This is an optimization exercise on Yosys and OpenROAD, whose aim is small area, not a production implementation.
RTL that was checked went through simulation tests only; none was proved equivalent to the original.
The clock port is modelled as an ideal driver, which makes a skipped or thinned clock tree look cheaper than it is; a real chip needs a root buffer or a tree.

==> v5: inputs <==
==> flow/design.v <==
module pwm (
    input  logic       clk,
    input  logic       rst,
    output logic [7:0] c,
    output logic       wrap        
);
    logic [2:0] b;
    assign wrap = c[7] & c[5] & c[3] & c[2] & b[0];
    always_ff @(posedge clk) begin
        if (rst || wrap) begin
            b <= 3'b001;
            c <= 8'd0;
        end else begin
            b <= {b[1:0], b[2] ^ b[1]};
            if (b == 3'b001)
                c <= c + 8'd1;
        end
    end
endmodule
module fade (
    input  logic       clk,
    input  logic       rst,
    input  logic       wrap,
    output logic [7:0] m,
    output logic [2:0] j
);
    logic [3:0] q;       
    logic       step;
    logic       up;
    logic       last;
    logic [8:0] t;       
    assign step = wrap & q[3] & q[0];    
    assign up   = j[0] ^ j[1] ^ j[2];
    assign last = up ? (m[7] & m[5] & m[2] & m[0]) : (m[7:1] == 7'd0);
    always_comb begin
        t[0] = step;
        for (int i = 0; i < 8; i++)
            t[i+1] = t[i] & (m[i] ~^ up);
    end
    always_ff @(posedge clk) begin
        if (rst)
            q <= 4'd0;
        else if (wrap)
            q <= step ? 4'd0 : q + 4'd1;
    end
    always_ff @(posedge clk) begin
        if (rst)
            m <= 8'd0;
        else
            m <= m ^ t[7:0];
    end
    always_ff @(posedge clk) begin
        if (rst)
            j <= 3'b001;
        else if (step && last)
            j <= {j[1], j[0], ~j[2]};
    end
endmodule
module top (
    input  logic clk,
    input  logic rst,
    output logic RGB_R,
    output logic RGB_G,
    output logic RGB_B
);
    logic [7:0] c;
    logic       wrap;
    logic [7:0] m;
    logic [2:0] j;
    pwm u_pwm (.clk(clk), .rst(rst), .c(c), .wrap(wrap));
    fade u_fade (.clk(clk), .rst(rst), .wrap(wrap), .m(m), .j(j));
    logic hi_on, ramp_on, lo_on;
    assign hi_on   = ~(c[7] & c[5] & (c[3] | (c[2] & c[1] & c[0])));   
    always_comb begin
        ramp_on = 1'b1;
        for (int i = 0; i < 8; i++)
            ramp_on = (m[i] & ~c[i]) | ((m[i] | ~c[i]) & ramp_on);
    end
    assign lo_on   = (c == 8'd0);
    function automatic logic chan(input logic x, input logic y,
                                  input logic h, input logic r, input logic l);
        chan = (x & y) ? h : ((x | y) ? r : l);
    endfunction
    assign RGB_G = ~chan( j[0],  j[1], hi_on, ramp_on, lo_on);
    assign RGB_R = ~chan(~j[1], ~j[2], hi_on, ramp_on, lo_on);
    assign RGB_B = ~chan( j[2], ~j[0], hi_on, ramp_on, lo_on);
endmodule
==> flow/flow/run.sh <==
#!/bin/bash
# Standard ORFS layout, with these changes:
#  - synthesis maps logic with an area-oriented ABC script (flow/abc_area.script)
#    and without the half/full adder cell map; everything else in synthesis,
#    including flip-flop mapping and naming, is the standard synth_recipe.tcl.
#  - port buffers use the smallest buffer cell.
#  - clock tree synthesis takes its arguments from flow/cts_args; then
#    flow/post_cts.tcl replaces the tree by the cells in flow/clk_chain.
# Each tool's output goes to a log file in the work folder (synth.log, layout.log)
# besides ORFS's own per-step logs under orfs/logs.
set -euo pipefail
cd "$(dirname "$0")/.."
W=$PWD
rm -rf "$W/scripts_area"
cp -r "$FLOW_HOME/scripts" "$W/scripts_area"
cp "$W/flow/abc_area.script" "$W/scripts_area/abc_speed.script"
bash standard.sh SCRIPTS_DIR="$W/scripts_area" ADDER_MAP_FILE= synth > "$W/synth.log" 2>&1
bash standard.sh "BUFFER_PORTS_ARGS=-buffer_cell sky130_fd_sc_hd__buf_1" \
    "CTS_ARGS=$(cat "$W/flow/cts_args")" POST_CTS_TCL="$W/flow/post_cts.tcl" \
    "CLK_CHAIN=$(cat "$W/flow/clk_chain")" finish > "$W/layout.log" 2>&1
==> flow/flow/abc_area.script <==
strash
dc2
dch -f
amap
strash
dc2
dch -f
amap
==> flow/flow/clk_chain <==
sky130_fd_sc_hd__inv_1 sky130_fd_sc_hd__inv_8
==> flow/flow/cts_args <==
-sink_clustering_enable -repair_clock_nets -buf_list sky130_fd_sc_hd__clkbuf_8
==> flow/flow/post_cts.tcl <==
# After clock tree synthesis: replace the clock tree by a chain of cells
# given in CLK_CHAIN (one buffer, or two inverters, for example). The clock
# port drives the first cell, the last one drives every register's clock pin.
set block [ord::get_db_block]
set db [ord::get_db]
set clkport [$block findBTerm clk]
set clknet [$clkport getNet]

# Remove the buffers CTS made, collecting the clock pins they drove.
set sinks {}
set todo [list $clknet]
set loc {}
while { [llength $todo] } {
  set net [lindex $todo 0]
  set todo [lrange $todo 1 end]
  foreach it [$net getITerms] {
    if { [[$it getMTerm] getIoType] ne "INPUT" } { continue }
    set inst [$it getInst]
    set master [[$inst getMaster] getName]
    if { [string match "sky130_fd_sc_hd__clkbuf_*" $master] } {
      if { $loc eq {} } { set loc [$inst getLocation] }
      set out [[$inst findITerm X] getNet]
      lappend todo $out
    } else {
      lappend sinks $it
    }
  }
}
foreach inst [$block getInsts] {
  if { [string match "sky130_fd_sc_hd__clkbuf_*" [[$inst getMaster] getName]] } {
    set out [[$inst findITerm X] getNet]
    foreach it [$out getITerms] { $it disconnect }
    [$inst findITerm A] disconnect
    odb::dbInst_destroy $inst
    odb::dbNet_destroy $out
  }
}
foreach it $sinks { $it disconnect }

set prev $clknet
set i 0
foreach cell $::env(CLK_CHAIN) {
  set master [$db findMaster $cell]
  set inst [odb::dbInst_create $block $master "clkchain_$i"]
  set in ""
  set out ""
  foreach mt [$master getMTerms] {
    if { [$mt getSigType] ne "SIGNAL" } { continue }
    if { [$mt getIoType] eq "INPUT" } { set in [$mt getName] } else { set out [$mt getName] }
  }
  [$inst findITerm $in] connect $prev
  set net [odb::dbNet_create $block "clknet_chain_$i"]
  $net setSigType CLOCK
  [$inst findITerm $out] connect $net
  $inst setLocation [lindex $loc 0] [lindex $loc 1]
  $inst setPlacementStatus PLACED
  set prev $net
  incr i
}
foreach it $sinks { $it connect $prev }
detailed_placement
check_placement -verbose
estimate_parasitics -placement
report_clock_min_period
==> flow/standard.sh <==
#!/bin/bash
# synth_recipe.tcl (not shown) runs the flow's synth.tcl, then flattens the netlist and writes it again
# the make line also repeats each setting of config.mk as NAME=value (left out here)
make -C /OpenROAD-flow-scripts/flow DESIGN_CONFIG=/design/flow/config.mk WORK_HOME=/design/flow/orfs CLKGATE_MAP_FILE= SYNTH_SCRIPT=/design/flow/synth_recipe.tcl "${@:-finish}"
==> flow/config.mk <==
export PLATFORM = sky130hd
export DESIGN_NAME = top
export DESIGN_NICKNAME = top
export VERILOG_FILES = /design/flow/design.v
export SDC_FILE = /design/flow/constraint.sdc
export NUM_CORES = 4
export LEC_CHECK = 0
export CAP_MARGIN = 20
export CORE_MARGIN = 2
export CORE_UTILIZATION = 40
export SLEW_MARGIN = 20
==> flow/constraint.sdc <==
create_clock -name core_clock -period 10.0 [get_ports {clk}]
set_input_delay 2.0000 -clock core_clock [delete_from_list [all_inputs] [get_ports {clk}]]
set_output_delay 2.0000 -clock core_clock [all_outputs]
set_load 0.01 [all_outputs]
==> v3 (differences from v5) <==
==> flow/flow/run.sh (replaced) <==
#!/bin/bash
# Standard ORFS layout, with these changes:
#  - synthesis maps logic with an area-oriented ABC script (flow/abc_area.script)
#    and without the half/full adder cell map; everything else in synthesis,
#    including flip-flop mapping and naming, is the standard synth_recipe.tcl.
#  - port buffers use the smallest buffer cell.
#  - clock tree synthesis takes its arguments from flow/cts_args.
# Each tool's output goes to a log file in the work folder (synth.log, layout.log)
# besides ORFS's own per-step logs under orfs/logs.
set -euo pipefail
cd "$(dirname "$0")/.."
W=$PWD
rm -rf "$W/scripts_area"
cp -r "$FLOW_HOME/scripts" "$W/scripts_area"
cp "$W/flow/abc_area.script" "$W/scripts_area/abc_speed.script"
bash standard.sh SCRIPTS_DIR="$W/scripts_area" ADDER_MAP_FILE= synth > "$W/synth.log" 2>&1
bash standard.sh "BUFFER_PORTS_ARGS=-buffer_cell sky130_fd_sc_hd__buf_1" \
    "CTS_ARGS=$(cat "$W/flow/cts_args")" finish > "$W/layout.log" 2>&1
==> flow/flow/cts_args (replaced) <==
-repair_clock_nets -root_buf sky130_fd_sc_hd__clkbuf_8 -buf_list sky130_fd_sc_hd__clkbuf_8
removed: flow/flow/clk_chain
removed: flow/flow/post_cts.tcl
==> v8 (differences from v5) <==
==> flow/design.v, changed modules only <==
module pwm (
    input  logic       clk,
    input  logic       rst,
    output logic [7:0] c,
    output logic       wrap        
);
    logic [2:0] b;
    assign wrap = c[7] & c[5] & c[3] & c[2] & b[1];
    always_ff @(posedge clk) begin
        if (rst || wrap) begin
            b <= 3'd0;
            c <= 8'd0;
        end else begin
            b <= (b == 3'd6) ? 3'd0 : b + 3'd1;
            if (b == 3'd0)
                c <= c + 8'd1;
        end
    end
endmodule
module fade (
    input  logic       clk,
    input  logic       rst,
    input  logic       wrap,
    output logic [7:0] m,
    output logic [2:0] j
);
    logic [3:0] q;       
    logic       step;
    logic       up;
    logic       last;
    assign step = wrap & q[3] & q[0];    
    assign up   = j[0] ^ j[1] ^ j[2];
    assign last = up ? (m == 8'd165) : (m == 8'd1);
    always_ff @(posedge clk) begin
        if (rst)
            q <= 4'd0;
        else if (wrap)
            q <= step ? 4'd0 : q + 4'd1;
    end
    always_ff @(posedge clk) begin
        if (rst)
            m <= 8'd0;
        else if (step)
            m <= up ? m + 8'd1 : m - 8'd1;
    end
    always_ff @(posedge clk) begin
        if (rst)
            j <= 3'b001;
        else if (step && last)
            j <= {j[1], j[0], ~j[2]};
    end
endmodule
module top (
    input  logic clk,
    input  logic rst,
    output logic RGB_R,
    output logic RGB_G,
    output logic RGB_B
);
    logic [7:0] c;
    logic       wrap;
    logic [7:0] m;
    logic [2:0] j;
    pwm u_pwm (.clk(clk), .rst(rst), .c(c), .wrap(wrap));
    fade u_fade (.clk(clk), .rst(rst), .wrap(wrap), .m(m), .j(j));
    logic hi_on, ramp_on, lo_on;
    assign hi_on   = ~(c[7] & c[5] & (c[3] | (c[2] & c[1] & c[0])));   
    assign ramp_on = (c <= m);
    assign lo_on   = (c == 8'd0);
    function automatic logic chan(input logic x, input logic y,
                                  input logic h, input logic r, input logic l);
        chan = (x & y) ? h : ((x | y) ? r : l);
    endfunction
    assign RGB_G = ~chan( j[0],  j[1], hi_on, ramp_on, lo_on);
    assign RGB_R = ~chan(~j[1], ~j[2], hi_on, ramp_on, lo_on);
    assign RGB_B = ~chan( j[2], ~j[0], hi_on, ramp_on, lo_on);
endmodule
==> flow/run.sh (new file) <==
#!/bin/bash
# synth_recipe.tcl (not shown) runs the flow's synth.tcl, then flattens the netlist and writes it again
# the make line also repeats each setting of config.mk as NAME=value (left out here)
make -C /OpenROAD-flow-scripts/flow DESIGN_CONFIG=/design/flow/config.mk WORK_HOME=/design/flow/orfs CLKGATE_MAP_FILE= SYNTH_SCRIPT=/design/flow/synth_recipe.tcl finish
removed: flow/flow/run.sh
removed: flow/flow/abc_area.script
removed: flow/flow/clk_chain
removed: flow/flow/cts_args
removed: flow/flow/post_cts.tcl
removed: flow/standard.sh
==> summary of the runs <==
v3 passed the timing, DRC and antenna checks. v8 ran to the end with no violations. v5 completed with no timing, DRC or antenna violations. Of v8 and v5, v8 has the higher area after synthesis (gap 41%, measured against v5). Routed wire length, lowest first: v5, v3, v8. Via count: v5 < v3 < v8. The highest final cell count belongs to v8, the lowest to v5.
==> figures <==
Status: v5 finished clean; v8 finished clean; v3 finished clean
Syn nets: v5 167; v8 226; v3 167
TritonCTS buffer count: v5 -; v8 3; v3 3
Sequential element share of the synthesized area: v5 42.5%; v8 30.2%; v3 42.5%
Number of vias after detailed routing: v5 1146; v8 1328; v3 1155
Hold Buf Count CTS: v5 -; v8 0; v3 0
Finished Cell Area: v5 0.00129 mm^2; v8 0.00187 mm^2; v3 0.00132 mm^2
Layout-to-synthesis area ratio: v5 1.058x; v8 1.083x; v3 1.080x
Aggregate global-route resource usage: v5 15.7%; v8 14.0%; v3 16.4%
Average cell area after synthesis: v5 7.42 um^2; v8 8.46 um^2; v3 7.42 um^2
The RTL of v5 and v3 was laid out without a check of its function. In v5 the design's own scripts or RTL, not TritonCTS, make the clock network.

-- static timing again, ports no longer ideal --
No port has a modelled driver above. Below, the same layouts with a new extraction and two added sets of constraints. Step 1 sets driving cells, clkbuf_16 on the clock port and buf_2 on the other inputs (assumed; they add their load-dependent delay and slew). Step 2 times the ports against the registers' clock, not the clock port: input delays grow and output delays shrink by t, the midpoint of the rising clock arrivals with the driver on. a / b / c = no drivers / after step 1 / after step 2; a / b = the first two.
run | shift t [ns] | setup WS [ns] | clock arrival spread, ns
v5 | 0.228 | 5.806 / 5.784 / 6.012 | 0.003 / 0.003
v3 | 0.291 | 5.767 / 5.744 / 6.036 | 0.001 / 0.001
v8 | 0.294 | 5.409 / 5.384 / 5.678 | 0.005 / 0.005
After both steps setup and hold are still met in every run listed.
